Source: an optimization exercise on an open RTL-to-GDS flow (aim: small area and a short achievable clock period). Production flows keep margins and buffers that such runs may drop. In this exercise RTL edits were held to simulation tests only and were not proved equivalent to the original. The flow treats the clock pin as an ideal source, which a real chip does not have.

[flow/standard.sh]
#!/bin/bash
# synth_recipe.tcl (not shown) runs the flow's synth.tcl, then flattens the netlist and writes it again
# the make line also repeats each setting of config.mk as NAME=value (left out here)
make -C /OpenROAD-flow-scripts/flow DESIGN_CONFIG=/design/flow/config.mk WORK_HOME=/design/flow/orfs CLKGATE_MAP_FILE= SYNTH_SCRIPT=/design/flow/synth_recipe.tcl "${@:-finish}"
[flow/config.mk]
export PLATFORM = sky130hd
export DESIGN_NAME = prng
export DESIGN_NICKNAME = prng
export VERILOG_FILES = /design/flow/design.v
export SDC_FILE = /design/flow/constraint.sdc
export NUM_CORES = 4
export LEC_CHECK = 0
export CAP_MARGIN = 20
export CORE_MARGIN = 2
export CORE_UTILIZATION = 50
export CTS_BUF_LIST = sky130_fd_sc_hd__clkbuf_4 sky130_fd_sc_hd__clkbuf_8
export CTS_CLUSTER_DIAMETER = 80
export CTS_CLUSTER_SIZE = 30
export SETUP_SLACK_MARGIN = 3.0
export SLEW_MARGIN = 20
export SYNTH_HIERARCHICAL = 1
[flow/constraint.sdc]
create_clock -name core_clock -period 7.0 [get_ports {clk}]
set_input_delay 1.4000 -clock core_clock [delete_from_list [all_inputs] [get_ports {clk}]]
set_output_delay 1.4000 -clock core_clock [all_outputs]
set_load 0.01 [all_outputs]
[flow/flow/skew.py]
#!/usr/bin/env python3
"""Plan a later clock arrival for registers (useful skew).

usage: skew.py PATHS PERIOD

PATHS holds lines "kind from to slack" as skew.tcl writes them. A delay D[r]
(>= 0) on register r's clock changes a register-to-register path s->e by
D[s] - D[e]. The plan finds the smallest period T such that:
  setup   (PERIOD - slack) + D[s] - D[e] <= T      for register pairs
  hold    slack + D[s] - D[e] >= HOLD_MARGIN
  output  (PERIOD - slack) + D[s] <= T            (the skew may only hurt)
  input   (PERIOD - slack) <= T                   (no gain from the skew)
  D[r] <= DMAX
and prints, for each register that needs a delay, a chain of delay cells.
"""
import sys

DMAX = 1.2
HOLD_MARGIN = 0.3
LEVEL_COST = 0.15
# cells and the delay each adds in front of one register's clock pin (ns)
CELLS = [
    ('sky130_fd_sc_hd__clkbuf_1', 0.09, 3.75),
    ('sky130_fd_sc_hd__dlygate4sd1_1', 0.20, 8.76),
    ('sky130_fd_sc_hd__clkdlybuf4s50_1', 0.46, 10.01),
]

path_file, period = sys.argv[1], float(sys.argv[2])
setup, hold, outp, inp, inhold = {}, {}, {}, {}, {}
regs = set()
for line in open(path_file):
    f = line.split()
    if len(f) != 4:
        continue
    kind, s, e, sl = f[0], f[1], f[2], float(f[3])
    if kind == 'max':
        setup[(s, e)] = min(setup.get((s, e), 1e9), sl)
        regs.update((s, e))
    elif kind == 'min':
        hold[(s, e)] = min(hold.get((s, e), 1e9), sl)
        regs.update((s, e))
    elif kind == 'outmax':
        outp[s] = min(outp.get(s, 1e9), sl)
        regs.add(s)
    elif kind == 'inmax':
        inp[e] = min(inp.get(e, 1e9), sl)
        regs.add(e)
    elif kind == 'inmin':
        inhold[e] = min(inhold.get(e, 1e9), sl)
        regs.add(e)
regs = sorted(regs)
idx = {r: i + 1 for i, r in enumerate(regs)}


def solve(T):
    # difference constraints x[b] >= x[a] + w as edges (a, b, w); longest path
    edges = []
    for r in regs:
        ub = DMAX
        if r in inhold:
            ub = min(ub, max(0.0, inhold[r] - HOLD_MARGIN))
        if r in outp:
            ub = min(ub, T - (period - outp[r]))
        if ub < 0:
            return None
        edges.append((0, idx[r], 0.0))
        edges.append((idx[r], 0, -ub))
    for (s, e), sl in setup.items():
        d = period - sl
        if s == e:
            if d > T:
                return None
            continue
        edges.append((idx[s], idx[e], d - T))
    for (s, e), sl in hold.items():
        if s == e:
            continue
        # D[e] - D[s] <= sl - margin
        edges.append((idx[e], idx[s], -max(0.0, sl - HOLD_MARGIN)))
    for e, sl in inp.items():
        if period - sl > T:
            return None
    n = len(regs) + 1
    x = [0.0] + [-1e18] * (n - 1)
    for it in range(n + 1):
        changed = False
        for a, b, w in edges:
            if x[a] > -1e17 and x[a] + w > x[b] + 1e-9:
                x[b] = x[a] + w
                changed = True
        if not changed:
            return {r: x[idx[r]] for r in regs}
        if x[0] > 1e-9:
            return None
    return None


t0 = max([period - sl for sl in setup.values()] + [period - sl for sl in inp.values()]
         + [period - sl for sl in outp.values()])
lo, hi = 0.0, t0
if solve(hi) is None:
    print(f'# no skew plan (T0 {t0:.3f})')
    sys.exit(0)
for _ in range(40):
    m = (lo + hi) / 2
    if solve(m) is None:
        lo = m
    else:
        hi = m
T = hi
D = solve(T)
print(f'# period without skew {t0:.3f}, with skew {T:.3f}')


CELL_D = {c[0]: c[1] for c in CELLS}


def chain(delta):
    # fewest-area chain of cells whose delay is closest to delta
    best = None
    for a in range(0, 4):
        for b in range(0, 4):
            for c in range(0, 4):
                if a + b + c == 0 or a + b + c > 4:
                    continue
                n = (a, b, c)
                d = sum(k * cell[1] for k, cell in zip(n, CELLS))
                area = sum(k * cell[2] for k, cell in zip(n, CELLS))
                cost = abs(d - delta) + 0.004 * area
                if best is None or cost < best[0]:
                    best = (cost, n)
    out = []
    for k, cell in zip(best[1], CELLS):
        out += [cell[0]] * k
    return out


# Shared delays: the registers are put on a few levels; level k is reached
# through a cascade of delay stages, each stage driving the registers of its
# level and the next stage.
need = sorted((D[r], r) for r in regs if D[r] >= 0.06)
if not need:
    sys.exit(0)
vals = [v for v, _ in need]


def levels_for(k):
    # 1-D k-means on the wanted delays
    cent = [vals[int((i + 0.5) * len(vals) / k)] for i in range(k)]
    for _ in range(50):
        groups = [[] for _ in cent]
        for v in vals:
            groups[min(range(k), key=lambda i: abs(v - cent[i]))].append(v)
        cent = [sum(g) / len(g) if g else c for g, c in zip(groups, cent)]
    err = sum(min(abs(v - c) for c in cent) for v in vals)
    return sorted(cent), err


best = None
for k in range(1, 7):
    cent, err = levels_for(k)
    cost = err + LEVEL_COST * k
    if best is None or cost < best[0]:
        best = (cost, cent)
cent = best[1]
prev = 0.0
real = 0.0
lev_of = {r: min(range(len(cent)), key=lambda i: abs(v - cent[i])) + 1 for v, r in need}
for k, c in enumerate(cent, 1):
    # each stage ends in a stronger buffer that drives its registers and the
    # next stage
    nload = sum(1 for r in lev_of if lev_of[r] == k) + (1 if k < len(cent) else 0)
    driver = ('sky130_fd_sc_hd__clkbuf_8', 0.12) if nload > 3 else ('sky130_fd_sc_hd__clkbuf_4', 0.12)
    rest = c - real - driver[1]
    cells = chain(rest) if rest > 0.05 else []
    cells.append(driver[0])
    real += sum(CELL_D.get(x, driver[1]) for x in cells)
    print('stage', k, f'{c:.3f}', ' '.join(cells))
for v, r in need:
    print('level', r, lev_of[r], f'{v:.3f}')
[flow/flow/skew.tcl]
# Useful clock skew between registers, run after clock tree synthesis
# (POST_CTS_TCL). It measures the worst setup and hold slack of every
# register-to-register path, and the worst slack of every path from an input
# and to an output, then asks skew.py for a later clock arrival for each
# register that shortens the period set by the register-to-register paths.
# Paths from the inputs and to the outputs get no gain from it: an input path
# must meet that period without the skew, and an output path must meet it with
# the skew. The delays are made by clock buffers put in front of the
# registers' clock pins.

set skew_dir [file dirname [file normalize [info script]]]
set work_dir [file dirname $skew_dir]
set_propagated_clock [all_clocks]
estimate_parasitics -placement

set regs [all_registers -cells]
set clkpin [dict create]
set dpin [dict create]
set cellof [dict create]
foreach r $regs {
  set n [get_full_name $r]
  dict set cellof $n $r
  foreach p [get_pins -of_objects $r] {
    set pn [get_property $p lib_pin_name]
    if { $pn == "CLK" } { dict set clkpin $n $p }
    if { $pn == "D" } { dict set dpin $n $p }
  }
}

set f [open $work_dir/skew_paths.txt w]
foreach r $regs {
  set n [get_full_name $r]
  set cp [dict get $clkpin $n]
  foreach {kind pd} {max max min min} {
    set paths [find_timing_paths -from $cp -path_delay $pd \
      -group_path_count 10000 -endpoint_path_count 1 -unique_paths_to_endpoint]
    foreach p $paths {
      set ep [get_property $p endpoint]
      set epn [get_full_name $ep]
      if { [get_property $ep direction] == "output" } {
        puts $f "out$kind $n - [get_property $p slack]"
      } else {
        set einst [get_full_name [get_cells -of_objects $ep]]
        puts $f "$kind $n $einst [get_property $p slack]"
      }
    }
  }
  set dp [dict get $dpin $n]
  foreach {kind pd} {inmax max inmin min} {
    set paths [find_timing_paths -from [all_inputs] -to $dp -path_delay $pd]
    foreach p $paths {
      puts $f "$kind - $n [get_property $p slack]"
    }
  }
}
close $f

set period [get_property [lindex [all_clocks] 0] period]
exec python3 $skew_dir/skew.py $work_dir/skew_paths.txt $period > $work_dir/skew_plan.txt
puts "skew plan:"
puts [exec cat $work_dir/skew_plan.txt]

set block [ord::get_db_block]
set stages {}
set level [dict create]
foreach line [split [exec cat $work_dir/skew_plan.txt] "\n"] {
  if { [lindex $line 0] == "stage" } { lappend stages [lrange $line 3 end] }
  if { [lindex $line 0] == "level" } { dict set level [lindex $line 1] [lindex $line 2] }
}
set nbuf 0
set drv_net ""
set k 0
foreach cells $stages {
  incr k
  set pins {}
  set sx 0
  set sy 0
  set np 0
  dict for {n lv} $level {
    if { $lv >= $k } {
      lappend pins [dict get $clkpin $n]
      set loc [[sta::sta_to_db_inst [dict get $cellof $n]] getLocation]
      set sx [expr { $sx + [lindex $loc 0] }]
      set sy [expr { $sy + [lindex $loc 1] }]
      incr np
    }
  }
  if { $np == 0 } { break }
  set xy [list [ord::dbu_to_microns [expr { $sx / $np }]] [ord::dbu_to_microns [expr { $sy / $np }]]]
  foreach cell $cells {
    if { $drv_net == "" } {
      set net [get_nets -of_objects [lindex $pins end]]
      insert_buffer -buffer_cell $cell -net $net -load_pins $pins -load_pins_on_diff_nets \
        -location $xy -buffer_name skewbuf_$nbuf -net_name skewnet_$nbuf
    } else {
      insert_buffer -buffer_cell $cell -net $drv_net -load_pins $pins \
        -location $xy -buffer_name skewbuf_$nbuf -net_name skewnet_$nbuf
    }
    set drv_net [get_nets skewnet_$nbuf]
    set bnet [$block findNet skewnet_$nbuf]
    if { $bnet ne "NULL" && $bnet ne "" } { $bnet setSigType CLOCK }
    incr nbuf
  }
}
puts "skew buffers inserted: $nbuf"

detailed_placement
check_placement -verbose
estimate_parasitics -placement
report_worst_slack -max
report_worst_slack -min
[flow/flow/run.sh]
#!/bin/bash
# Standard layout with two changes: the smallest buffer on each port, and
# useful clock skew between registers after clock tree synthesis (skew.tcl).
export BUFFER_PORTS_ARGS="-buffer_cell sky130_fd_sc_hd__buf_1"
export POST_CTS_TCL="$PWD/flow/skew.tcl"
export SKIP_CTS_REPAIR_TIMING=1
bash standard.sh > standard.log 2>&1
[flow/design.v]
module prng (
    input logic [31:0] seed,
    output logic [31:0] rand_num,
    input logic clk,
    input logic rst
);
    logic [31:0] state;
    wire [30:0] x = state[30:0];
    wire [30:0] xn = ~state[30:0];
    wire [30:0] nxt;
    wire s0; wire c0;
    assign s0 = 1'b1 ^ x[2] ^ xn[0];
    assign c0 = (1'b1 & x[2]) | (1'b1 & xn[0]) | (x[2] & xn[0]);
    wire s1; wire c1;
    assign s1 = 1'b1 ^ x[3] ^ xn[1];
    assign c1 = (1'b1 & x[3]) | (1'b1 & xn[1]) | (x[3] & xn[1]);
    wire s2; wire c2;
    fa u2 (.a(x[4]), .b(xn[2]), .c(xn[0]), .s(s2), .co(c2));
    wire s3; wire c3;
    fa u3 (.a(x[5]), .b(xn[3]), .c(xn[1]), .s(s3), .co(c3));
    wire s4; wire c4;
    assign s4 = 1'b0 ^ x[4] ^ x[2];
    assign c4 = (1'b0 & x[4]) | (1'b0 & x[2]) | (x[4] & x[2]);
    wire s5; wire c5;
    fa u5 (.a(x[6]), .b(c3), .c(~s4), .s(s5), .co(c5));
    wire s6; wire c6;
    fa u6 (.a(x[7]), .b(xn[5]), .c(xn[3]), .s(s6), .co(c6));
    wire s7; wire c7;
    fa u7 (.a(x[0]), .b(~c4), .c(s6), .s(s7), .co(c7));
    wire s8; wire c8;
    fa u8 (.a(x[8]), .b(xn[6]), .c(xn[4]), .s(s8), .co(c8));
    wire s9; wire c9;
    fa u9 (.a(x[1]), .b(c6), .c(s8), .s(s9), .co(c9));
    wire s10; wire c10;
    assign s10 = 1'b1 ^ x[9] ^ x[2];
    assign c10 = (1'b1 & x[9]) | (1'b1 & x[2]) | (x[9] & x[2]);
    wire s11; wire c11;
    fa u11 (.a(xn[7]), .b(xn[5]), .c(xn[0]), .s(s11), .co(c11));
    wire s12; wire c12;
    fa u12 (.a(c8), .b(s10), .c(s11), .s(s12), .co(c12));
    wire s13; wire c13;
    fa u13 (.a(xn[8]), .b(xn[6]), .c(xn[1]), .s(s13), .co(c13));
    wire s14; wire c14;
    fa u14 (.a(x[10]), .b(x[3]), .c(c10), .s(s14), .co(c14));
    wire s15; wire c15;
    fa u15 (.a(c11), .b(s13), .c(c12), .s(s15), .co(c15));
    wire s16; wire c16;
    fa u16 (.a(xn[9]), .b(xn[7]), .c(xn[2]), .s(s16), .co(c16));
    wire s17; wire c17;
    fa u17 (.a(x[11]), .b(x[4]), .c(c13), .s(s17), .co(c17));
    wire s18; wire c18;
    fa u18 (.a(s16), .b(c14), .c(s17), .s(s18), .co(c18));
    wire s19; wire c19;
    assign s19 = 1'b1 ^ x[12] ^ x[5];
    assign c19 = (1'b1 & x[12]) | (1'b1 & x[5]) | (x[12] & x[5]);
    wire s20; wire c20;
    fa u20 (.a(xn[10]), .b(xn[8]), .c(xn[3]), .s(s20), .co(c20));
    wire s21; wire c21;
    fa u21 (.a(x[0]), .b(c16), .c(s19), .s(s21), .co(c21));
    wire s22; wire c22;
    fa u22 (.a(s20), .b(c17), .c(s21), .s(s22), .co(c22));
    wire s23; wire c23;
    assign s23 = 1'b1 ^ x[13] ^ x[6];
    assign c23 = (1'b1 & x[13]) | (1'b1 & x[6]) | (x[13] & x[6]);
    wire s24; wire c24;
    fa u24 (.a(xn[11]), .b(xn[9]), .c(xn[4]), .s(s24), .co(c24));
    wire s25; wire c25;
    fa u25 (.a(x[1]), .b(c19), .c(c20), .s(s25), .co(c25));
    wire s26; wire c26;
    fa u26 (.a(s23), .b(s24), .c(c21), .s(s26), .co(c26));
    wire s27; wire c27;
    fa u27 (.a(s25), .b(c22), .c(s26), .s(s27), .co(c27));
    wire s28; wire c28;
    fa u28 (.a(x[14]), .b(x[7]), .c(x[2]), .s(s28), .co(c28));
    wire s29; wire c29;
    fa u29 (.a(xn[12]), .b(xn[10]), .c(xn[5]), .s(s29), .co(c29));
    wire s30; wire c30;
    fa u30 (.a(x[0]), .b(c23), .c(c24), .s(s30), .co(c30));
    wire s31; wire c31;
    fa u31 (.a(s28), .b(s29), .c(c25), .s(s31), .co(c31));
    wire s32; wire c32;
    fa u32 (.a(s30), .b(c26), .c(s31), .s(s32), .co(c32));
    wire s33; wire c33;
    fa u33 (.a(x[15]), .b(x[8]), .c(x[3]), .s(s33), .co(c33));
    wire s34; wire c34;
    fa u34 (.a(xn[13]), .b(xn[11]), .c(xn[6]), .s(s34), .co(c34));
    wire s35; wire c35;
    fa u35 (.a(x[1]), .b(c28), .c(c29), .s(s35), .co(c35));
    wire s36; wire c36;
    fa u36 (.a(s33), .b(s34), .c(c30), .s(s36), .co(c36));
    wire s37; wire c37;
    fa u37 (.a(s35), .b(c31), .c(s36), .s(s37), .co(c37));
    wire s38; wire c38;
    fa u38 (.a(xn[14]), .b(xn[12]), .c(xn[7]), .s(s38), .co(c38));
    wire s39; wire c39;
    fa u39 (.a(x[9]), .b(x[4]), .c(x[2]), .s(s39), .co(c39));
    wire s40; wire c40;
    fa u40 (.a(x[16]), .b(c33), .c(c34), .s(s40), .co(c40));
    wire s41; wire c41;
    fa u41 (.a(s38), .b(s39), .c(c35), .s(s41), .co(c41));
    wire s42; wire c42;
    fa u42 (.a(s40), .b(c36), .c(s41), .s(s42), .co(c42));
    wire s43; wire c43;
    assign s43 = 1'b0 ^ x[15] ^ x[13];
    assign c43 = (1'b0 & x[15]) | (1'b0 & x[13]) | (x[15] & x[13]);
    wire s44; wire c44;
    fa u44 (.a(x[10]), .b(x[5]), .c(x[3]), .s(s44), .co(c44));
    wire s45; wire c45;
    fa u45 (.a(xn[8]), .b(xn[0]), .c(x[17]), .s(s45), .co(c45));
    wire s46; wire c46;
    fa u46 (.a(c38), .b(c39), .c(~s43), .s(s46), .co(c46));
    wire s47; wire c47;
    fa u47 (.a(s44), .b(s45), .c(c40), .s(s47), .co(c47));
    wire s48; wire c48;
    fa u48 (.a(s46), .b(c41), .c(s47), .s(s48), .co(c48));
    wire s49; wire c49;
    fa u49 (.a(xn[14]), .b(xn[9]), .c(xn[1]), .s(s49), .co(c49));
    wire s50; wire c50;
    fa u50 (.a(x[11]), .b(x[6]), .c(x[4]), .s(s50), .co(c50));
    wire s51; wire c51;
    fa u51 (.a(xn[16]), .b(~c43), .c(c44), .s(s51), .co(c51));
    wire s52; wire c52;
    fa u52 (.a(x[18]), .b(s49), .c(s50), .s(s52), .co(c52));
    wire s53; wire c53;
    fa u53 (.a(c45), .b(c46), .c(s51), .s(s53), .co(c53));
    wire s54; wire c54;
    fa u54 (.a(s52), .b(c47), .c(s53), .s(s54), .co(c54));
    wire s55; wire c55;
    fa u55 (.a(xn[15]), .b(xn[10]), .c(xn[2]), .s(s55), .co(c55));
    wire s56; wire c56;
    fa u56 (.a(x[12]), .b(x[7]), .c(x[5]), .s(s56), .co(c56));
    wire s57; wire c57;
    fa u57 (.a(x[0]), .b(xn[17]), .c(x[19]), .s(s57), .co(c57));
    wire s58; wire c58;
    fa u58 (.a(c49), .b(c50), .c(s55), .s(s58), .co(c58));
    wire s59; wire c59;
    fa u59 (.a(s56), .b(s57), .c(c51), .s(s59), .co(c59));
    wire s60; wire c60;
    fa u60 (.a(c52), .b(s58), .c(c53), .s(s60), .co(c60));
    wire s61; wire c61;
    fa u61 (.a(s59), .b(c54), .c(s60), .s(s61), .co(c61));
    wire s62; wire c62;
    fa u62 (.a(x[13]), .b(x[8]), .c(x[6]), .s(s62), .co(c62));
    wire s63; wire c63;
    fa u63 (.a(xn[11]), .b(xn[3]), .c(x[1]), .s(s63), .co(c63));
    wire s64; wire c64;
    fa u64 (.a(xn[16]), .b(xn[18]), .c(x[20]), .s(s64), .co(c64));
    wire s65; wire c65;
    fa u65 (.a(c55), .b(c56), .c(s62), .s(s65), .co(c65));
    wire s66; wire c66;
    fa u66 (.a(s63), .b(c57), .c(s64), .s(s66), .co(c66));
    wire s67; wire c67;
    fa u67 (.a(c58), .b(s65), .c(c59), .s(s67), .co(c67));
    wire s68; wire c68;
    fa u68 (.a(s66), .b(s67), .c(c60), .s(s68), .co(c68));
    wire s69; wire c69;
    fa u69 (.a(x[14]), .b(x[9]), .c(x[7]), .s(s69), .co(c69));
    wire s70; wire c70;
    fa u70 (.a(xn[12]), .b(xn[4]), .c(x[2]), .s(s70), .co(c70));
    wire s71; wire c71;
    fa u71 (.a(xn[17]), .b(xn[19]), .c(x[21]), .s(s71), .co(c71));
    wire s72; wire c72;
    fa u72 (.a(c62), .b(c63), .c(s69), .s(s72), .co(c72));
    wire s73; wire c73;
    fa u73 (.a(s70), .b(c64), .c(s71), .s(s73), .co(c73));
    wire s74; wire c74;
    fa u74 (.a(c65), .b(s72), .c(c66), .s(s74), .co(c74));
    wire s75; wire c75;
    fa u75 (.a(s73), .b(c67), .c(s74), .s(s75), .co(c75));
    wire s76; wire c76;
    assign s76 = 1'b1 ^ x[15] ^ x[10];
    assign c76 = (1'b1 & x[15]) | (1'b1 & x[10]) | (x[15] & x[10]);
    wire s77; wire c77;
    fa u77 (.a(xn[13]), .b(xn[5]), .c(xn[0]), .s(s77), .co(c77));
    wire s78; wire c78;
    fa u78 (.a(x[8]), .b(x[3]), .c(xn[18]), .s(s78), .co(c78));
    wire s79; wire c79;
    fa u79 (.a(xn[20]), .b(c69), .c(c70), .s(s79), .co(c79));
    wire s80; wire c80;
    fa u80 (.a(x[22]), .b(s76), .c(s77), .s(s80), .co(c80));
    wire s81; wire c81;
    fa u81 (.a(s78), .b(c71), .c(c72), .s(s81), .co(c81));
    wire s82; wire c82;
    fa u82 (.a(s79), .b(s80), .c(c73), .s(s82), .co(c82));
    wire s83; wire c83;
    fa u83 (.a(s81), .b(c74), .c(s82), .s(s83), .co(c83));
    wire s84; wire c84;
    fa u84 (.a(xn[14]), .b(xn[6]), .c(xn[1]), .s(s84), .co(c84));
    wire s85; wire c85;
    fa u85 (.a(x[11]), .b(x[9]), .c(x[4]), .s(s85), .co(c85));
    wire s86; wire c86;
    fa u86 (.a(x[16]), .b(xn[19]), .c(xn[21]), .s(s86), .co(c86));
    wire s87; wire c87;
    fa u87 (.a(c76), .b(c77), .c(s84), .s(s87), .co(c87));
    wire s88; wire c88;
    fa u88 (.a(s85), .b(x[23]), .c(c78), .s(s88), .co(c88));
    wire s89; wire c89;
    fa u89 (.a(c79), .b(s86), .c(c80), .s(s89), .co(c89));
    wire s90; wire c90;
    fa u90 (.a(s87), .b(s88), .c(c81), .s(s90), .co(c90));
    wire s91; wire c91;
    fa u91 (.a(s89), .b(c82), .c(s90), .s(s91), .co(c91));
    wire s92; wire c92;
    fa u92 (.a(xn[15]), .b(xn[7]), .c(xn[2]), .s(s92), .co(c92));
    wire s93; wire c93;
    fa u93 (.a(x[12]), .b(x[10]), .c(x[5]), .s(s93), .co(c93));
    wire s94; wire c94;
    fa u94 (.a(x[17]), .b(c84), .c(c85), .s(s94), .co(c94));
    wire s95; wire c95;
    fa u95 (.a(xn[20]), .b(xn[22]), .c(s92), .s(s95), .co(c95));
    wire s96; wire c96;
    fa u96 (.a(s93), .b(x[24]), .c(c86), .s(s96), .co(c96));
    wire s97; wire c97;
    fa u97 (.a(c87), .b(s94), .c(s95), .s(s97), .co(c97));
    wire s98; wire c98;
    fa u98 (.a(c88), .b(s96), .c(c89), .s(s98), .co(c98));
    wire s99; wire c99;
    fa u99 (.a(s97), .b(c90), .c(s98), .s(s99), .co(c99));
    wire s100; wire c100;
    fa u100 (.a(x[13]), .b(x[11]), .c(x[6]), .s(s100), .co(c100));
    wire s101; wire c101;
    fa u101 (.a(xn[8]), .b(xn[3]), .c(x[0]), .s(s101), .co(c101));
    wire s102; wire c102;
    fa u102 (.a(xn[16]), .b(x[18]), .c(xn[21]), .s(s102), .co(c102));
    wire s103; wire c103;
    fa u103 (.a(c92), .b(c93), .c(s100), .s(s103), .co(c103));
    wire s104; wire c104;
    fa u104 (.a(s101), .b(xn[23]), .c(x[25]), .s(s104), .co(c104));
    wire s105; wire c105;
    fa u105 (.a(c94), .b(s102), .c(c95), .s(s105), .co(c105));
    wire s106; wire c106;
    fa u106 (.a(s103), .b(s104), .c(c96), .s(s106), .co(c106));
    wire s107; wire c107;
    fa u107 (.a(c97), .b(s105), .c(s106), .s(s107), .co(c107));
    wire s108; wire c108;
    fa u108 (.a(c98), .b(s107), .c(c99), .s(s108), .co(c108));
    wire s109; wire c109;
    fa u109 (.a(x[14]), .b(x[12]), .c(x[7]), .s(s109), .co(c109));
    wire s110; wire c110;
    fa u110 (.a(xn[9]), .b(xn[4]), .c(x[1]), .s(s110), .co(c110));
    wire s111; wire c111;
    fa u111 (.a(xn[17]), .b(c100), .c(c101), .s(s111), .co(c111));
    wire s112; wire c112;
    fa u112 (.a(x[19]), .b(s109), .c(s110), .s(s112), .co(c112));
    wire s113; wire c113;
    fa u113 (.a(xn[22]), .b(xn[24]), .c(x[26]), .s(s113), .co(c113));
    wire s114; wire c114;
    fa u114 (.a(c102), .b(c103), .c(s111), .s(s114), .co(c114));
    wire s115; wire c115;
    fa u115 (.a(s112), .b(c104), .c(s113), .s(s115), .co(c115));
    wire s116; wire c116;
    fa u116 (.a(c105), .b(s114), .c(c106), .s(s116), .co(c116));
    wire s117; wire c117;
    fa u117 (.a(s115), .b(c107), .c(s116), .s(s117), .co(c117));
    wire s118; wire c118;
    fa u118 (.a(x[15]), .b(x[13]), .c(x[8]), .s(s118), .co(c118));
    wire s119; wire c119;
    fa u119 (.a(xn[10]), .b(xn[5]), .c(x[2]), .s(s119), .co(c119));
    wire s120; wire c120;
    fa u120 (.a(xn[18]), .b(c109), .c(c110), .s(s120), .co(c120));
    wire s121; wire c121;
    fa u121 (.a(x[20]), .b(s118), .c(s119), .s(s121), .co(c121));
    wire s122; wire c122;
    fa u122 (.a(xn[23]), .b(xn[25]), .c(x[27]), .s(s122), .co(c122));
    wire s123; wire c123;
    fa u123 (.a(c111), .b(c112), .c(s120), .s(s123), .co(c123));
    wire s124; wire c124;
    fa u124 (.a(s121), .b(c113), .c(s122), .s(s124), .co(c124));
    wire s125; wire c125;
    fa u125 (.a(c114), .b(s123), .c(c115), .s(s125), .co(c125));
    wire s126; wire c126;
    fa u126 (.a(s124), .b(c116), .c(s125), .s(s126), .co(c126));
    wire s127; wire c127;
    fa u127 (.a(x[14]), .b(x[9]), .c(x[3]), .s(s127), .co(c127));
    wire s128; wire c128;
    fa u128 (.a(xn[11]), .b(xn[6]), .c(x[16]), .s(s128), .co(c128));
    wire s129; wire c129;
    fa u129 (.a(xn[19]), .b(c118), .c(c119), .s(s129), .co(c129));
    wire s130; wire c130;
    fa u130 (.a(x[21]), .b(s127), .c(s128), .s(s130), .co(c130));
    wire s131; wire c131;
    fa u131 (.a(xn[24]), .b(xn[26]), .c(x[28]), .s(s131), .co(c131));
    wire s132; wire c132;
    fa u132 (.a(c120), .b(c121), .c(s129), .s(s132), .co(c132));
    wire s133; wire c133;
    fa u133 (.a(s130), .b(c122), .c(s131), .s(s133), .co(c133));
    wire s134; wire c134;
    fa u134 (.a(c123), .b(s132), .c(c124), .s(s134), .co(c134));
    wire s135; wire c135;
    fa u135 (.a(s133), .b(c125), .c(s134), .s(s135), .co(c135));
    wire s136; wire c136;
    fa u136 (.a(x[15]), .b(x[10]), .c(x[4]), .s(s136), .co(c136));
    wire s137; wire c137;
    fa u137 (.a(xn[12]), .b(xn[7]), .c(x[17]), .s(s137), .co(c137));
    wire s138; wire c138;
    fa u138 (.a(xn[20]), .b(c127), .c(x[22]), .s(s138), .co(c138));
    wire s139; wire c139;
    fa u139 (.a(c128), .b(s136), .c(s137), .s(s139), .co(c139));
    wire s140; wire c140;
    fa u140 (.a(xn[25]), .b(xn[27]), .c(c129), .s(s140), .co(c140));
    wire s141; wire c141;
    fa u141 (.a(x[29]), .b(s138), .c(c130), .s(s141), .co(c141));
    wire s142; wire c142;
    fa u142 (.a(s139), .b(c131), .c(c132), .s(s142), .co(c142));
    wire s143; wire c143;
    fa u143 (.a(s140), .b(s141), .c(c133), .s(s143), .co(c143));
    wire s144; wire c144;
    fa u144 (.a(s142), .b(c134), .c(s143), .s(s144), .co(c144));
    wire s145;
    assign s145 = x[11] ^ x[5] ^ x[0];
    wire s146;
    assign s146 = xn[13] ^ xn[8] ^ x[16];
    wire s147;
    assign s147 = x[18] ^ xn[21] ^ c136;
    wire s148;
    assign s148 = s145 ^ x[23] ^ c137;
    wire s149;
    assign s149 = s146 ^ xn[26] ^ xn[28];
    wire s150;
    assign s150 = c138 ^ s147 ^ x[30];
    wire s151;
    assign s151 = c139 ^ s148 ^ c140;
    wire s152;
    assign s152 = s149 ^ c141 ^ s150;
    wire s153;
    assign s153 = s151 ^ c142 ^ s152;
    wire s154;
    assign s154 = c143 ^ s153 ^ c144;
    wire [30:0] ra, rb;
    assign ra[0] = x[0];
    assign rb[0] = 1'b1;
    assign ra[1] = x[1];
    assign rb[1] = 1'b0;
    assign ra[2] = s0;
    assign rb[2] = 1'b0;
    assign ra[3] = c0;
    assign rb[3] = s1;
    assign ra[4] = c1;
    assign rb[4] = s2;
    assign ra[5] = c2;
    assign rb[5] = s3;
    assign ra[6] = s5;
    assign rb[6] = 1'b0;
    assign ra[7] = c5;
    assign rb[7] = s7;
    assign ra[8] = c7;
    assign rb[8] = s9;
    assign ra[9] = c9;
    assign rb[9] = s12;
    assign ra[10] = s14;
    assign rb[10] = s15;
    assign ra[11] = c15;
    assign rb[11] = s18;
    assign ra[12] = c18;
    assign rb[12] = s22;
    assign ra[13] = s27;
    assign rb[13] = 1'b0;
    assign ra[14] = c27;
    assign rb[14] = s32;
    assign ra[15] = c32;
    assign rb[15] = s37;
    assign ra[16] = c37;
    assign rb[16] = s42;
    assign ra[17] = c42;
    assign rb[17] = s48;
    assign ra[18] = c48;
    assign rb[18] = s54;
    assign ra[19] = s61;
    assign rb[19] = 1'b0;
    assign ra[20] = c61;
    assign rb[20] = s68;
    assign ra[21] = c68;
    assign rb[21] = s75;
    assign ra[22] = c75;
    assign rb[22] = s83;
    assign ra[23] = c83;
    assign rb[23] = s91;
    assign ra[24] = c91;
    assign rb[24] = s99;
    assign ra[25] = s108;
    assign rb[25] = 1'b0;
    assign ra[26] = c108;
    assign rb[26] = s117;
    assign ra[27] = c117;
    assign rb[27] = s126;
    assign ra[28] = c126;
    assign rb[28] = s135;
    assign ra[29] = c135;
    assign rb[29] = s144;
    assign ra[30] = s154;
    assign rb[30] = 1'b0;
    wire [30:0] g0 = ra & rb;
    wire [30:0] p0 = ra ^ rb;
    wire gg1 = g0[1] | (p0[1] & g0[0]);
    wire gg2 = g0[2] | (p0[2] & gg1);
    wire gg3 = g0[3] | (p0[3] & g0[2]);
    wire pp3 = p0[3] & p0[2];
    wire gg4 = gg3 | (pp3 & gg1);
    wire gg5 = g0[4] | (p0[4] & g0[3]);
    wire pp5 = p0[4] & p0[3];
    wire gg6 = gg5 | (pp5 & gg2);
    wire gg7 = g0[5] | (p0[5] & g0[4]);
    wire pp7 = p0[5] & p0[4];
    wire gg8 = gg7 | (pp7 & g0[3]);
    wire pp8 = pp7 & p0[3];
    wire gg9 = gg8 | (pp8 & gg2);
    wire gg10 = g0[6] | (p0[6] & gg9);
    wire gg11 = g0[7] | (p0[7] & g0[6]);
    wire pp11 = p0[7] & p0[6];
    wire gg12 = gg11 | (pp11 & gg9);
    wire gg13 = g0[8] | (p0[8] & g0[7]);
    wire pp13 = p0[8] & p0[7];
    wire gg14 = gg13 | (pp13 & gg10);
    wire gg15 = g0[9] | (p0[9] & g0[8]);
    wire pp15 = p0[9] & p0[8];
    wire gg16 = gg15 | (pp15 & gg11);
    wire pp16 = pp15 & pp11;
    wire gg17 = gg16 | (pp16 & gg9);
    wire gg18 = g0[10] | (p0[10] & gg15);
    wire pp18 = p0[10] & pp15;
    wire gg19 = gg18 | (pp18 & gg12);
    wire gg20 = g0[11] | (p0[11] & g0[10]);
    wire pp20 = p0[11] & p0[10];
    wire gg21 = gg20 | (pp20 & gg17);
    wire gg22 = g0[12] | (p0[12] & gg20);
    wire pp22 = p0[12] & pp20;
    wire gg23 = gg22 | (pp22 & gg17);
    wire gg24 = g0[13] | (p0[13] & gg23);
    wire gg25 = g0[14] | (p0[14] & g0[13]);
    wire pp25 = p0[14] & p0[13];
    wire gg26 = gg25 | (pp25 & gg23);
    wire gg27 = g0[15] | (p0[15] & g0[14]);
    wire pp27 = p0[15] & p0[14];
    wire gg28 = gg27 | (pp27 & g0[13]);
    wire pp28 = pp27 & p0[13];
    wire gg29 = gg28 | (pp28 & gg23);
    wire gg30 = g0[16] | (p0[16] & g0[15]);
    wire pp30 = p0[16] & p0[15];
    wire gg31 = gg30 | (pp30 & g0[14]);
    wire pp31 = pp30 & p0[14];
    wire gg32 = gg31 | (pp31 & gg24);
    wire gg33 = g0[17] | (p0[17] & g0[16]);
    wire pp33 = p0[17] & p0[16];
    wire gg34 = gg33 | (pp33 & gg27);
    wire pp34 = pp33 & pp27;
    wire gg35 = gg34 | (pp34 & gg24);
    wire gg36 = g0[18] | (p0[18] & g0[17]);
    wire pp36 = p0[18] & p0[17];
    wire gg37 = gg36 | (pp36 & gg30);
    wire pp37 = pp36 & pp30;
    wire gg38 = gg37 | (pp37 & gg26);
    wire gg39 = g0[18] | (p0[18] & gg33);
    wire pp39 = p0[18] & pp33;
    wire gg40 = g0[19] | (p0[19] & gg39);
    wire pp40 = p0[19] & pp39;
    wire gg41 = gg40 | (pp40 & gg29);
    wire gg42 = g0[20] | (p0[20] & g0[19]);
    wire pp42 = p0[20] & p0[19];
    wire gg43 = gg42 | (pp42 & gg38);
    wire gg44 = g0[21] | (p0[21] & g0[20]);
    wire pp44 = p0[21] & p0[20];
    wire gg45 = gg44 | (pp44 & g0[19]);
    wire pp45 = pp44 & p0[19];
    wire gg46 = gg45 | (pp45 & gg38);
    wire gg47 = g0[22] | (p0[22] & g0[21]);
    wire pp47 = p0[22] & p0[21];
    wire gg48 = gg47 | (pp47 & gg42);
    wire pp48 = pp47 & pp42;
    wire gg49 = gg48 | (pp48 & gg38);
    wire gg50 = g0[23] | (p0[23] & g0[22]);
    wire pp50 = p0[23] & p0[22];
    wire gg51 = gg50 | (pp50 & gg44);
    wire pp51 = pp50 & pp44;
    wire gg52 = gg51 | (pp51 & gg41);
    wire gg53 = g0[24] | (p0[24] & g0[23]);
    wire pp53 = p0[24] & p0[23];
    wire gg54 = gg53 | (pp53 & gg47);
    wire pp54 = pp53 & pp47;
    wire gg55 = gg54 | (pp54 & gg43);
    wire gg56 = g0[25] | (p0[25] & gg54);
    wire pp56 = p0[25] & pp54;
    wire gg57 = gg56 | (pp56 & gg43);
    wire gg58 = g0[26] | (p0[26] & g0[25]);
    wire pp58 = p0[26] & p0[25];
    wire gg59 = gg58 | (pp58 & gg55);
    wire gg60 = g0[27] | (p0[27] & g0[26]);
    wire pp60 = p0[27] & p0[26];
    wire gg61 = gg60 | (pp60 & g0[25]);
    wire pp61 = pp60 & p0[25];
    wire gg62 = gg61 | (pp61 & gg55);
    wire gg63 = g0[28] | (p0[28] & g0[27]);
    wire pp63 = p0[28] & p0[27];
    wire gg64 = gg63 | (pp63 & gg58);
    wire pp64 = pp63 & pp58;
    wire gg65 = gg64 | (pp64 & gg55);
    wire gg66 = g0[29] | (p0[29] & g0[28]);
    wire pp66 = p0[29] & p0[28];
    wire gg67 = gg66 | (pp66 & gg60);
    wire pp67 = pp66 & pp60;
    wire gg68 = gg67 | (pp67 & gg57);
    wire gg69 = g0[29] | (p0[29] & gg63);
    wire pp69 = p0[29] & pp63;
    wire gg70 = g0[30] | (p0[30] & gg69);
    wire pp70 = p0[30] & pp69;
    wire gg71 = gg70 | (pp70 & gg59);
    assign nxt[0] = p0[0];
    assign nxt[1] = p0[1] ^ g0[0];
    assign nxt[2] = p0[2] ^ gg1;
    assign nxt[3] = p0[3] ^ gg2;
    assign nxt[4] = p0[4] ^ gg4;
    assign nxt[5] = p0[5] ^ gg6;
    assign nxt[6] = p0[6] ^ gg9;
    assign nxt[7] = p0[7] ^ gg10;
    assign nxt[8] = p0[8] ^ gg12;
    assign nxt[9] = p0[9] ^ gg14;
    assign nxt[10] = p0[10] ^ gg17;
    assign nxt[11] = p0[11] ^ gg19;
    assign nxt[12] = p0[12] ^ gg21;
    assign nxt[13] = p0[13] ^ gg23;
    assign nxt[14] = p0[14] ^ gg24;
    assign nxt[15] = p0[15] ^ gg26;
    assign nxt[16] = p0[16] ^ gg29;
    assign nxt[17] = p0[17] ^ gg32;
    assign nxt[18] = p0[18] ^ gg35;
    assign nxt[19] = p0[19] ^ gg38;
    assign nxt[20] = p0[20] ^ gg41;
    assign nxt[21] = p0[21] ^ gg43;
    assign nxt[22] = p0[22] ^ gg46;
    assign nxt[23] = p0[23] ^ gg49;
    assign nxt[24] = p0[24] ^ gg52;
    assign nxt[25] = p0[25] ^ gg55;
    assign nxt[26] = p0[26] ^ gg57;
    assign nxt[27] = p0[27] ^ gg59;
    assign nxt[28] = p0[28] ^ gg62;
    assign nxt[29] = p0[29] ^ gg65;
    assign nxt[30] = p0[30] ^ gg68;
    always_ff @(posedge clk) begin
        if (rst) begin
            state <= seed;
        end else begin
            state <= {1'b0, nxt};
        end
        rand_num <= state;
    end
endmodule
module fa (
    input  logic a,
    input  logic b,
    input  logic c,
    output logic s,
    output logic co
);
    assign s = a ^ b ^ c;
    assign co = (a & b) | (a & c) | (b & c);
endmodule
==> summary.txt, run 1 <==
Status -> finished clean
CP max FO -> 6
Hold/Removal Path Class -> input port to register
Total track usage -> 25.4%
EDFF count, synth -> 0
Setup ws final -> 3230 ps
P&R area growth vs syn -> 15.3%
Worst Max-Slew Pin Slew -> 579 ps
Die span in x -> 112 um
Clock sink total -> 64
Rows -> 39
Filler cells -> 976
Fin. Hold Viols -> 0
Initial core utilization -> 51.2%
Final worst path period share -> 53.9%
CTS tree -> done
Simple-gate share of the synthesized area -> 4.79%
Final Max Tran Viols -> 0
Crit Path Category -> register to register
Worst Path Arrival -> 4270 ps
Global-route wire length before repair -> 23500 um
Antenna Violating Nets Remaining -> 0
Clk_skew -> 1100 ps
Vias in the first global route -> 4270
Synth Flop Type -> dfxtp_1
RSZ-0062 raised after global routing -> no
Commonest cells after routing, fill and taps aside -> fa_1 (125), buf_1 (64), dfxtp_1 (45), inv_1 (37), nand2_1 (33)
Syn Inst Count -> 470
Worst path required time -> 7500 ps
Hold_sp -> seed[29]
Core area -> 11400 sq um
Storage cell area -> 1340 sq um
Most common cell after layout, fill and taps aside -> fa_1
DR vias -> 3677
Initial antenna violation count -> 0
Synth cell types -> 42
Multiplexer share of the synthesized area -> 0.770%
Reg clk slew, reported paths -> 80 ps
Setup TNS -> 0 ps
Layout net count -> 758
WL final -> 14300 um
Multi-input logic area -> 4460 sq um
DR WL/cell -> 20.4 um
Combinational family with the most area after synthesis -> adder cells
Final RePlAce weighted congestion -> 0.881
Peak Freq -> 265 MHz
Clock Latency Late Sink -> 1450 ps
Fin util -> 59.1%
Share of cells above drive strength 1 -> 16.5%
Async set-reset flop share out of synthesis -> 0%
#FFs+latches synth -> 64
Syn avg cell area -> 12.4 sq um
Largest net degree at the start of global routing -> 61
Grt total ovfl -> 0
HPWL after detailed placement -> 11400 um
Max_cap viols -> 0
Syn Nets -> 676
Synthesis Warnings -> 7
Hold WS -> 155 ps
Post-Synth XOR/XNOR Area -> 5.84%
Final setup viols -> 0
Relative slew slack -> 61.4%
Port Buf Inserts -> 65
Crit Reg-Reg Startpoint -> state[6]
Setup crit end kind -> register
Die area -> 12600 sq um
DRC violations left -> 0
Synth Cell Area -> 5850 sq um
Detailed Route Iter0 Violations -> 218
Compound-gate portion of the synthesized area -> 8.53%
I/O pins -> 66
Post-synthesis adder-cell area fraction -> 54.4%
Post-layout min period -> 3770 ps
Sequential fraction of the synthesis area -> 21.9%
DR vias/cell -> 5.25
Critical path launch point type -> register
# diodes -> 0
Pre-antenna DRT Iters -> 4
DP Worst Slack -> 2380 ps
Setup crit start -> state[6]
Die Y -> 112 um
==> layer usage <==
| metal | vias up | share of wire [%] | track usage [%] |
|---|---|---|---|
| met5 | - | 0 | 0 |
| met4 | 0 | 1.4 | 6.91 |
| met3 | 16 | 5.2 | 5.94 |
| met2 | 85 | 47 | 39.3 |
| met1 | 1882 | 47 | 36.5 |
| li1 | 1694 | - | - |
==> critical path: stages (launching register included) <==
cell	delay (ps)
dfxtp_4	440
inv_2	150
fa_1	420
fa_1	390
fa_1	520
fa_1	420
ha_1	350
nand4_1	210
a211oi_1	80
nor3_1	330
o31ai_1	140
nand2_1	130
o31ai_1	90
o21ai_0	230
==> registers in the layout, indices dropped and copies added (netlist names) <==
signal	flops
rand_num	32
state	32
==> path summary, 6_finish.rpt <==
check,to,slack [ps],cells after the start
worst max-delay path,state[19],3230,13
worst min-delay path,state[29],150,3
worst max register to register,state[19],3230,13
worst min register to register,state[30],160,6
==> Yosys stat by module (local to each module, per instance) <==
module | cells | area, sq um | flip-flops and latches | copies in the design
prng | 333 | 3110 | 64 | 1
fa | 1 | 20.0 | 0 | 137
==> cells in the mapped netlist (4+ instances only) <==
cell type,n,area share [%]
a21oi_1,12,1.0
a31oi_1,4,0.43
clkbuf_1,5,0.32
dfxtp_1,64,22
fa_1,137,47
ha_1,35,7.5
inv_1,53,3.4
mux2_2,4,0.77
nand2_1,33,2.1
nor2_1,5,0.32
nor3_1,4,0.34
o211ai_1,4,0.51
o21a_1,4,0.51
o21ai_0,25,2.1
o31ai_1,5,0.64
xnor2_1,26,3.9
xor2_1,13,1.9
==> through the flow <==
step / instance area, sq um / std cells
final: 6740 / 700
after global routing: 6740 / 700
after detailed placement: 6440 / 673
after global placement: 6440 / 673
after floorplan: 6030 / 470
==> final cells by class, clock buffers not listed <==
| cell class | instances | share of cell area, % |
|---|---|---|
| sequential | 64 | 19.9 |
| tap | 143 | 2.65 |
| clock inverter | 6 | 1.21 |
| multi-input combinational | 347 | 66.1 |
| inverter | 53 | 3.17 |
| timing repair buffer | 68 | 3.97 |
==> cells by family after synthesis <==
kind of cell               Yosys count
AOI/OAI and AO/OA                   72
xor gates and xnor gates            39
adders and majority gates          172
buffers and inverters               59
DFF                                 64
muxes                                4
and+or+nand+nor                     60
==> run 2: changes to the inputs <==
--- a/flow/config.mk
+++ b/flow/config.mk
@@ -9,7 +9,5 @@
 export CORE_MARGIN = 2
 export CORE_UTILIZATION = 50
-export CTS_BUF_LIST = sky130_fd_sc_hd__clkbuf_4 sky130_fd_sc_hd__clkbuf_8
-export CTS_CLUSTER_DIAMETER = 80
-export CTS_CLUSTER_SIZE = 30
+export CTS_BUF_LIST = sky130_fd_sc_hd__clkbuf_2 sky130_fd_sc_hd__clkbuf_4 sky130_fd_sc_hd__clkbuf_8
 export SETUP_SLACK_MARGIN = 3.0
 export SLEW_MARGIN = 20
==> run 2 against run 1 <==
  * Worst hold slack unchanged
  * Largest cell class unchanged
  * Still clean
  * Setup slack unchanged
  * Synthesized cell count is the same
  * Critical endpoint unchanged
  * Register-to-register slack about the same
  * Via count stayed put
  * Utilization unchanged
  * Critical path type unchanged
  * Die area is the same
  * Sequential share of layout area unchanged
==> summary.txt, run 2 <==
Final setup viols -> 0 (unchanged)
Port Buf Inserts -> 65 (unchanged)
Finished Cell Area -> 6740 sq um (unchanged)
Core area -> 11400 sq um (unchanged)
Clock sink total -> 64 (unchanged)
Largest net degree at the start of global routing -> 61 (unchanged)
HPWL after detailed placement -> 11400 um (unchanged)
Top cells by count, synth -> fa_1 (137), dfxtp_1 (64), inv_1 (53)
Max_cap viols -> 0 (unchanged)
Peak Freq -> 265 MHz (unchanged)
Antenna Violating Nets Remaining -> 0 (unchanged)
Worst Max-Slew Pin Slew -> 579 ps (unchanged)
Synth cell types -> 42 (unchanged)
P&R area growth vs syn -> 15.3% (unchanged)
Reg2reg setup slack -> 3230 ps (about the same)
Share of cells above drive strength 1 -> 16.5% (unchanged)
Synth Flop Type -> dfxtp_1
Post-layout min period -> 3770 ps (unchanged)
Crit Path Category -> register to register
Post-DP Area -> 6440 sq um (unchanged)
CTS tree -> done
Global-route wire length before repair -> 23500 um (unchanged)
Worst path required time -> 7500 ps (about the same)
Setup TNS -> 0 ps (unchanged)
Crit path to -> state[19]
Final Max Tran Viols -> 0 (unchanged)
Count leader, synth -> fa_1
Status -> finished clean
Ranking of synthesized cells by area -> fa_1 (47%), dfxtp_1 (22%), ha_1 (7.5%)
RSZ-0062 raised after global routing -> no
Worst R2R Path Depth -> 13 (unchanged)
Async set-reset flop share out of synthesis -> 0% (unchanged)
WL final -> 14300 um (unchanged)
Initial antenna violation count -> 0 (unchanged)
Clock Latency Late Sink -> 1450 ps (about the same)
Hold_sp -> seed[29]
Crit Reg-Reg Startpoint -> state[6]
Syn Nets -> 676 (unchanged)
# diodes -> 0 (unchanged)
Fin util -> 59.1% (unchanged)
Synth Cell Area -> 5850 sq um (unchanged)
Grt total ovfl -> 0 (unchanged)
Initial core utilization -> 51.2% (unchanged)
DR WL/cell -> 20.4 um (unchanged)
Final worst path period share -> 53.9% (unchanged)
Sequential fraction of the synthesis area -> 21.9% (unchanged)
Die span in x -> 112 um (unchanged)
DR vias -> 3677 (unchanged)
Syn avg cell area -> 12.4 sq um (unchanged)
Total track usage -> 25.4% (unchanged)
Most common cell after layout, fill and taps aside -> fa_1
Final RePlAce weighted congestion -> 0.881 (unchanged)
Detailed Route Iter0 Violations -> 218 (unchanged)
#FFs+latches synth -> 64 (unchanged)
Vias in the first global route -> 4270 (unchanged)
Fin. Hold Viols -> 0 (unchanged)
Layout net count -> 758 (unchanged)
Syn Inst Count -> 470 (unchanged)
Critical path launch point type -> register
Setup crit start -> state[6]
DR vias/cell -> 5.25 (unchanged)
CP max FO -> 6 (unchanged)
Relative slew slack -> 61.4% (unchanged)
Hold/Removal Path Class -> input port to register
Commonest cells after routing, fill and taps aside -> fa_1 (125), buf_1 (64), dfxtp_1 (45), inv_1 (37), nand2_1 (33)
Clk_skew -> 1100 ps (unchanged)
Rows -> 39 (unchanged)
Synthesis Warnings -> 7 (unchanged)
Reg clk slew, reported paths -> 80 ps (about the same)
Setup crit end kind -> register
FF-to-FF End -> state[19]
EDFF count, synth -> 0 (unchanged)
Die area -> 12600 sq um (unchanged)
Area leader, netlist -> fa_1
Die Y -> 112 um (unchanged)
Biggest regs -> rand_num (32), state (32)
DRC violations left -> 0 (unchanged)
I/O pins -> 66 (unchanged)
Pre-antenna DRT Iters -> 4 (unchanged)
Worst Path Arrival -> 4270 ps (about the same)
Area share of the largest cell type after synthesis -> 46.9% (unchanged)
-- run 2: cell counts after synthesis --
No cell type changed its count.
-- run 2: cell families after synthesis --
group	after synthesis	share of synthesized area, %
adders and majority gates	172	54.4
AOI/OAI and AO/OA	72	8.53
DFF	64	21.9
and+or+nand+nor	60	4.79
buffers and inverters	59	3.79
xor gates and xnor gates	39	5.84
muxes	4	0.770
-- run 2: layer usage --
| metal | routed length, um | up-vias | share of wire, % | track usage, % |
|---|---|---|---|---|
| li1 | - | 1694 | - | - |
| met1 | 6690 | 1882 | 47 | 36.5 |
| met2 | 6630 | 85 | 47 | 39.3 |
| met3 | 742 | 16 | 5.2 | 5.94 |
| met4 | 200 | 0 | 1.4 | 6.91 |
| met5 | 0 | - | 0 | 0 |
-- run 2: through the flow --
stage / setup WS, ps / cells / hold WS [ps]
detailed placement: 2380 / 673 / 329
global route: 3000 / 700 / 48.7
floorplan: 2860 / 470 / 310
global placement: 2500 / 673 / 312
finish: 3230 / 700 / 155
-- run 2: modules after synthesis (local to each module, per instance) --
module	cells inside	times used
fa	1	137
prng	333	1
-- run 2: worst min-delay path by stage --
stage | cells past startpoint | end
after global routing | 3 | state[29]
after global placement | 0 | rand_num[31]
after floorplan | 0 | rand_num[31]
final | 3 | state[29]
after detailed placement | 0 | rand_num[31]
-- run 2: critical path: stages, from the launching register on --
cell,delay (ps)
dfxtp_4,440
inv_2,150
fa_1,420
fa_1,390
fa_1,520
fa_1,420
ha_1,350
nand4_1,210
a211oi_1,80
nor3_1,330
o31ai_1,140
nand2_1,130
o31ai_1,90
o21ai_0,230
-- run 2: final cells by class, clock buffers not listed --
type                       instances  area, sq um
multi-input combinational        347         4460
clock inverter                     6         81.3
inverter                          53          214
tap                              143          179
sequential                        64         1340
fill                             976         4670
timing repair buffer              68          268
==> run 3: changes to the inputs <==
==> flow/flow/run.sh (replaced) <==
#!/bin/bash
# Standard layout with two changes: the smallest buffer on each port, and
# useful clock skew between registers after clock tree synthesis (skew.tcl).
# Clock tree synthesis adds no dummy loads.
export BUFFER_PORTS_ARGS="-buffer_cell sky130_fd_sc_hd__buf_1"
export POST_CTS_TCL="$PWD/flow/skew.tcl"
export SKIP_CTS_REPAIR_TIMING=1
# clock tree: no dummy loads for balancing (the skew step sets the arrivals)
export CTS_ARGS="-sink_clustering_enable -repair_clock_nets -dont_use_dummy_load -buf_list {sky130_fd_sc_hd__clkbuf_4 sky130_fd_sc_hd__clkbuf_8}"
bash standard.sh > standard.log 2>&1
--- a/flow/flow/skew.py
+++ b/flow/flow/skew.py
@@ -16,6 +16,6 @@
 import sys
 
-DMAX = 1.2
-HOLD_MARGIN = 0.3
+DMAX = 1.5
+HOLD_MARGIN = 0.0
 LEVEL_COST = 0.15
 # cells and the delay each adds in front of one register's clock pin (ns)
--- a/flow/config.mk
+++ b/flow/config.mk
@@ -9,5 +9,6 @@
 export CORE_MARGIN = 2
 export CORE_UTILIZATION = 50
-export CTS_BUF_LIST = sky130_fd_sc_hd__clkbuf_2 sky130_fd_sc_hd__clkbuf_4 sky130_fd_sc_hd__clkbuf_8
+export CTS_BUF_LIST = sky130_fd_sc_hd__clkbuf_4 sky130_fd_sc_hd__clkbuf_8
+export HOLD_SLACK_MARGIN = 0.1
 export SETUP_SLACK_MARGIN = 3.0
 export SLEW_MARGIN = 20
==> run 3 against run 2 <==
  * Utilization decreased by 0.55 points
  * Largest cell class unchanged
  * Via count about the same
  * Clock skew up 240 ps
  * Area after synthesis is the same
  * Highest routed layer unchanged
  * Critical path depth shrank 2
==> summary.txt, run 3 <==
Filler cells -> 976 (unchanged)
Area share of the largest cell type after synthesis -> 46.9% (unchanged)
Pre-antenna DRT Iters -> 4 (unchanged)
Vias in the first global route -> 4288 (+0.42%)
Worst path required time -> 7760 ps (+260 ps)
Reg clk slew, reported paths -> 70 ps (about the same)
CP peak stage delay -> 580 ps (+60 ps)
Hold WS -> 115 ps (-39.6 ps)
Count leader, synth -> fa_1
Rows -> 39 (unchanged)
Sequential fraction of the synthesis area -> 21.9% (unchanged)
RSZ-0062 raised after global routing -> no
Clock sink total -> 64 (unchanged)
Clock Latency Late Sink -> 1670 ps (+220 ps)
Ranking of synthesized cells by area -> fa_1 (47%), dfxtp_1 (22%), ha_1 (7.5%)
Area leader, netlist -> fa_1
HPWL after detailed placement -> 11400 um (unchanged)
Most common cell after layout, fill and taps aside -> fa_1
WL final -> 14100 um (-1.2%)
Clk_skew -> 1340 ps (+242 ps)
Storage cell area -> 1340 sq um (-0.37%)
Setup ws final -> 3180 ps (-51.8 ps)
Multi-input logic area -> 4460 sq um (unchanged)
Relative slew slack -> 61.4% (about the same)
Syn avg cell area -> 12.4 sq um (unchanged)
Die span in x -> 112 um (unchanged)
Fin. Hold Viols -> 0 (unchanged)
Total track usage -> 25.3% (-0.11 points)
CTS tree -> done
Port Buf Inserts -> 65 (unchanged)
Synth Flop Type -> dfxtp_1
Post-layout min period -> 3820 ps (+51.8 ps)
Core area -> 11400 sq um (unchanged)
Final Max Tran Viols -> 0 (unchanged)
Layout net count -> 761 (+0.40%)
DR vias/cell -> 5.28 (+0.52%)
Critical path's slowest cell -> dfxtp_1
Syn Inst Count -> 470 (unchanged)
Synth cell types -> 42 (unchanged)
Synth Cell Area -> 5850 sq um (unchanged)
Worst Max-Slew Pin Slew -> 579 ps (+0.445 ps)
#FFs+latches synth -> 64 (unchanged)
Crit Path Category -> register to register
Syn Nets -> 676 (unchanged)
Final RePlAce weighted congestion -> 0.881 (unchanged)
Detailed Route Iter0 Violations -> 195 (-11%)
Setup TNS -> 0 ps (unchanged)
Die area -> 12600 sq um (unchanged)
Final setup viols -> 0 (unchanged)
P&R area growth vs syn -> 14.2%
Worst Path Arrival -> 4580 ps (+310 ps)
Setup crit end kind -> register
Synthesis Warnings -> 7 (unchanged)
Crit-path cells -> fa_1, fa_1, fa_1, ha_1, nand4_1, a211oi_1, nor3_1, o31ai_1, nand2_1, o31ai_1, o21ai_0
Status -> finished clean
CP max FO -> 5 (-1)
Global-route wire length before repair -> 23400 um (-0.44%)
Critical path launch point type -> register
Largest net degree at the start of global routing -> 61 (unchanged)
Share of cells above drive strength 1 -> 14.8% (-1.7 points)
Top cells by count, synth -> fa_1 (137), dfxtp_1 (64), inv_1 (53)
Most frequent CP cell -> fa_1
Initial core utilization -> 51.2% (unchanged)
Commonest cells after routing, fill and taps aside -> fa_1 (125), buf_1 (64), dfxtp_1 (47), inv_1 (37), nand2_1 (33)
DP Worst Slack -> 2380 ps (unchanged)
Die Y -> 112 um (unchanged)
Final worst path period share -> 54.6% (+0.74 points)
Biggest regs -> rand_num (32), state (32)
DR vias -> 3675 (-0.054%)
# diodes -> 0 (unchanged)
Antenna Violating Nets Remaining -> 0 (unchanged)
Peak Freq -> 262 MHz (-1.4%)
I/O pins -> 66 (unchanged)
Hold/Removal Path Class -> register to register
Max_cap viols -> 0 (unchanged)
Initial antenna violation count -> 0 (unchanged)
EDFF count, synth -> 0 (unchanged)
DRC violations left -> 0 (unchanged)
DR WL/cell -> 20.2 um (-0.64%)
Async set-reset flop share out of synthesis -> 0% (unchanged)
Grt total ovfl -> 0 (unchanged)
run 3: cell counts after synthesis:
No cell type changed its count.
run 3: layout make-up, clock buffers not listed:
| cell class | count | share of cell area, % |
|---|---|---|
| inverter | 53 | 3.20 |
| multi-input combinational | 347 | 66.7 |
| sequential | 64 | 20.0 |
| tap | 143 | 2.68 |
| timing repair buffer | 70 | 4.38 |
run 3: logic make-up after synthesis:
kind of cell             count (synthesis)  share of synthesized area, %
flip-flops                              64                          21.9
buffers and inverters                   59                          3.79
AO/OA/AOI/OAI                           72                          8.53
AND/OR/NAND/NOR                         60                          4.79
XOR/XNOR                                39                          5.84
multiplexers                             4                         0.770
adder cells (fa/ha/maj)                172                          54.4
run 3: final timing paths:
check	from	to	slack (ps)	cells after the start
worst min-delay path	state[11]	state[30]	120	8
worst min register to register	state[11]	state[30]	120	8
worst max-delay path	state[17]	state[19]	3180	11
worst max register to register	state[17]	state[19]	3180	11
run 3: metrics by stage:
step	cells	utilization [%]	area [sq um]
floorplan	470	-	6030
detailed placement	673	56.4	6440
global placement	673	56.4	6440
finish	696	58.5	6680
global route	696	58.5	6680
run 3: Yosys stat by module (local to each module, per instance):
module  flip-flops and latches  cells  times used  area [sq um]
prng                        64    333           1          3110
fa                           0      1         137          20.0
run 3: critical path: cells and delay by family, from the launching register on:
kind,cells,cell delay (ps)
compound gates,4,560
flops,1,580
simple gates,3,720
fa+ha+maj,4,1870
run 3: routing by layer:
metal | part of all wire (%) | GRT usage [%]
met1 | 46 | 36.6
met5 | 0 | 0
met3 | 5.6 | 5.94
met4 | 1.7 | 7.80
met2 | 47 | 38.4
==> run 4: changes to the inputs <==
--- a/flow/config.mk
+++ b/flow/config.mk
@@ -11,5 +11,5 @@
 export CTS_BUF_LIST = sky130_fd_sc_hd__clkbuf_4 sky130_fd_sc_hd__clkbuf_8
 export HOLD_SLACK_MARGIN = 0.1
-export SETUP_SLACK_MARGIN = 3.0
+export SETUP_SLACK_MARGIN = 3.2
 export SLEW_MARGIN = 20
 export SYNTH_HIERARCHICAL = 1
==> run 4 against run 3 <==
  * Via count increased by 1.8%
  * Worst hold slack got worse by 8.4 ps
  * Critical endpoint is now state[20]
  * Largest cell class unchanged
==> summary.txt, run 4 <==
Setup crit end kind -> register
DR WL/cell -> 20.1 um (-0.74%)
Clk_skew -> 1500 ps (+158 ps)
Clock Latency Late Sink -> 1840 ps (+170 ps)
Largest net degree at the start of global routing -> 61 (unchanged)
Global routing's busiest layer -> met2
Setup TNS -> 0 ps (unchanged)
# diodes -> 0 (unchanged)
Global-route wire length before repair -> 23200 um (-1.1%)
Grt total ovfl -> 0 (unchanged)
Count leader, synth -> fa_1
M1 GR Usage -> 36.2% (-0.39 points)
FF-to-FF End -> state[20]
Layout net count -> 773 (+1.6%)
Syn Nets -> 676 (unchanged)
Biggest regs -> rand_num (32), state (32)
Multiplexer share of the synthesized area -> 0.770% (unchanged)
Synthesis Warnings -> 7 (unchanged)
Combinational family with the most area after synthesis -> adder cells
Post-layout min period -> 3660 ps (-167 ps)
Pre-antenna DRT Iters -> 4 (unchanged)
Crit Reg-Reg Startpoint -> state[17]
Relative slew slack -> 61.2% (-0.22 points)
Vias in the first global route -> 4175 (-2.6%)
Critical path launch point type -> register
Commonest cells after routing, fill and taps aside -> fa_1 (125), buf_1 (64), dfxtp_1 (43), inv_1 (37), nand2_1 (33)
Port Buf Inserts -> 65 (unchanged)
Ranking of synthesized cells by area -> fa_1 (47%), dfxtp_1 (22%), ha_1 (7.5%)
Storage cell area -> 1350 sq um (+0.56%)
Status -> finished clean
Compound-gate portion of the synthesized area -> 8.53% (unchanged)
WHS Path Cells -> 8 (unchanged)
DR vias/cell -> 5.28 (about the same)
Die area -> 12600 sq um (unchanged)
Synth cell types -> 42 (unchanged)
Reg clk slew, reported paths -> 90 ps (+20 ps)
HPWL after detailed placement -> 11300 um (-0.90%)
Clock sink total -> 64 (unchanged)
Max_cap viols -> 0 (unchanged)
CTS tree -> done
Crit Path Category -> register to register
Fin. Hold Viols -> 0 (unchanged)
M3 GR Usage -> 5.72% (-0.22 points)
Final RePlAce weighted congestion -> 0.955 (+8.5%)
Filler cells -> 974 (-0.20%)
P&R area growth vs syn -> 16.5%
Hold_sp -> state[13]
Die span in x -> 112 um (unchanged)
Worst Max-Slew Pin Slew -> 582 ps (+3.28 ps)
Sequential fraction of the synthesis area -> 21.9% (unchanged)
Most common cell after layout, fill and taps aside -> fa_1
Detailed Route Iter0 Violations -> 249 (+28%)
Worst R2R Path Depth -> 10 (-1)
Initial core utilization -> 51.2% (unchanged)
Grt met2 use -> 37.5% (-0.84 points)
Area leader, netlist -> fa_1
Final Max Tran Viols -> 0 (unchanged)
DR vias -> 3740 (+1.8%)
Synth Flop Type -> dfxtp_1
Final worst path period share -> 52.2% (-2.4 points)
Worst Path Arrival -> 4400 ps (-180 ps)
Area share of the largest cell type after synthesis -> 46.9% (unchanged)
EDFF count, synth -> 0 (unchanged)
Hold EP -> state[30]
#FFs+latches synth -> 64 (unchanged)
DRC violations left -> 0 (unchanged)
Total track usage -> 25.1% (-0.19 points)
Top cells by count, synth -> fa_1 (137), dfxtp_1 (64), inv_1 (53)
Multi-input logic area -> 4470 sq um (+0.22%)
Worst path required time -> 7740 ps (-20 ps)
Reg2reg setup slack -> 3340 ps (+170 ps)
Peak Freq -> 273 MHz (+4.6%)
RSZ-0062 raised after global routing -> yes
Simple-gate share of the synthesized area -> 4.79% (unchanged)
Core area -> 11400 sq um (unchanged)
Hold/Removal Path Class -> register to register
Antenna Violating Nets Remaining -> 0 (unchanged)
Rows -> 39 (unchanged)
WL final -> 14200 um (+0.97%)
Post-synthesis adder-cell area fraction -> 54.4% (unchanged)
Hold WS -> 107 ps (-8.42 ps)
I/O pins -> 66 (unchanged)
Initial antenna violation count -> 0 (unchanged)
Die Y -> 112 um (unchanged)
CP max FO -> 5 (unchanged)
Final setup viols -> 0 (unchanged)
Async set-reset flop share out of synthesis -> 0% (unchanged)
Syn Inst Count -> 470 (unchanged)
Share of cells above drive strength 1 -> 15.9% (+1.1 points)
Synth Cell Area -> 5850 sq um (unchanged)
Post-Synth XOR/XNOR Area -> 5.84% (unchanged)
Syn avg cell area -> 12.4 sq um (unchanged)
## run 4: cell counts after synthesis
No cell type changed its count.
## run 4: logic make-up after synthesis
logic type | count (synthesis)
flip-flops | 64
XOR/XNOR | 39
AND/OR/NAND/NOR | 60
adder cells (fa/ha/maj) | 172
buffers and inverters | 59
AO/OA/AOI/OAI | 72
multiplexers | 4
## run 4: critical path: stages (launching register included)
cell,delay (ps)
dfxtp_2,400
fa_1,490
fa_1,540
fa_1,420
ha_1,360
nand4_1,220
buf_4,210
o31ai_1,220
nand2_1,140
xor2_1,160
o21ai_0,80
## run 4: metal layers
metal  up-vias  part of all wire, %
li1       1718                    -
met1      1889                   46
met2       112                   46
met3        21                  6.6
met4         0                  2.1
met5         -                    0
## run 4: worst max path at each step
stage,start,to,slack [ps],cells past startpoint
3_5_place_dp,state[6],state[30],2510,14
2_1_floorplan,state[14],state[30],2860,13
6_report,state[17],state[20],3340,10
5_1_grt,state[17],state[20],3110,10
3_3_place_gp,state[6],state[30],2550,11
## run 4: modules after synthesis (local to each module, per instance)
| module | cells inside | area [sq um] | flip-flops and latches | times used |
|---|---|---|---|---|
| prng | 333 | 3110 | 64 | 1 |
| fa | 1 | 20.0 | 0 | 137 |
## run 4: area by class of cell, clock buffers not listed
| type | instances | area share (%) |
|---|---|---|
| Multi-Input combinational cell | 347 | 65.6 |
| Sequential cell | 64 | 19.7 |
| Timing Repair Buffer | 81 | 5.84 |
| Inverter | 53 | 3.14 |
| Tap cell | 143 | 2.63 |
## run 4: per-stage QoR
stage	utilization [%]	std cells	worst slack, ps	area (sq um)
2_1_floorplan	-	470	2860	6040
3_3_place_gp	56.4	673	2550	6440
3_5_place_dp	56.4	673	2510	6440
5_1_grt	59.7	708	3110	6810
6_report	59.7	708	3340	6810

==> static timing again, ports no longer ideal <==
In the flow no input, the clock included, has a driving cell. The finished layouts below were timed again as built, in two steps. Step 1: set_driving_cell puts a clkbuf_16 on clk and a buf_2 on each other input, an assumption about the parent block. Step 2, shift: input delay + t, output delay - t, t = (earliest + latest rising clock arrival at the registers) / 2. This alone moves slack from input paths to output paths. a / b / c = ideal / step 1 / step 2; a / b = the first two.
run	t (ns)	setup WS [ns]	hold WS [ns]	worst setup path at the end	latest minus earliest clock arrival (ns)
run 1	0.932	3.228 / 3.228 / 3.228	0.155 / 0.146 / 0.158	register to register	1.099 / 1.099
run 2	0.932	3.228 / 3.228 / 3.228	0.155 / 0.146 / 0.158	register to register	1.099 / 1.099
run 3	1.039	3.176 / 3.176 / 3.176	0.115 / 0.115 / 0.115	register to register	1.341 / 1.341
run 4	1.123	3.343 / 3.343 / 3.343	0.107 / 0.107 / 0.107	register to register	1.507 / 1.508
In every run listed the clock reaches the registers at very different times; t lies between them, and the last value is a rough guide only.
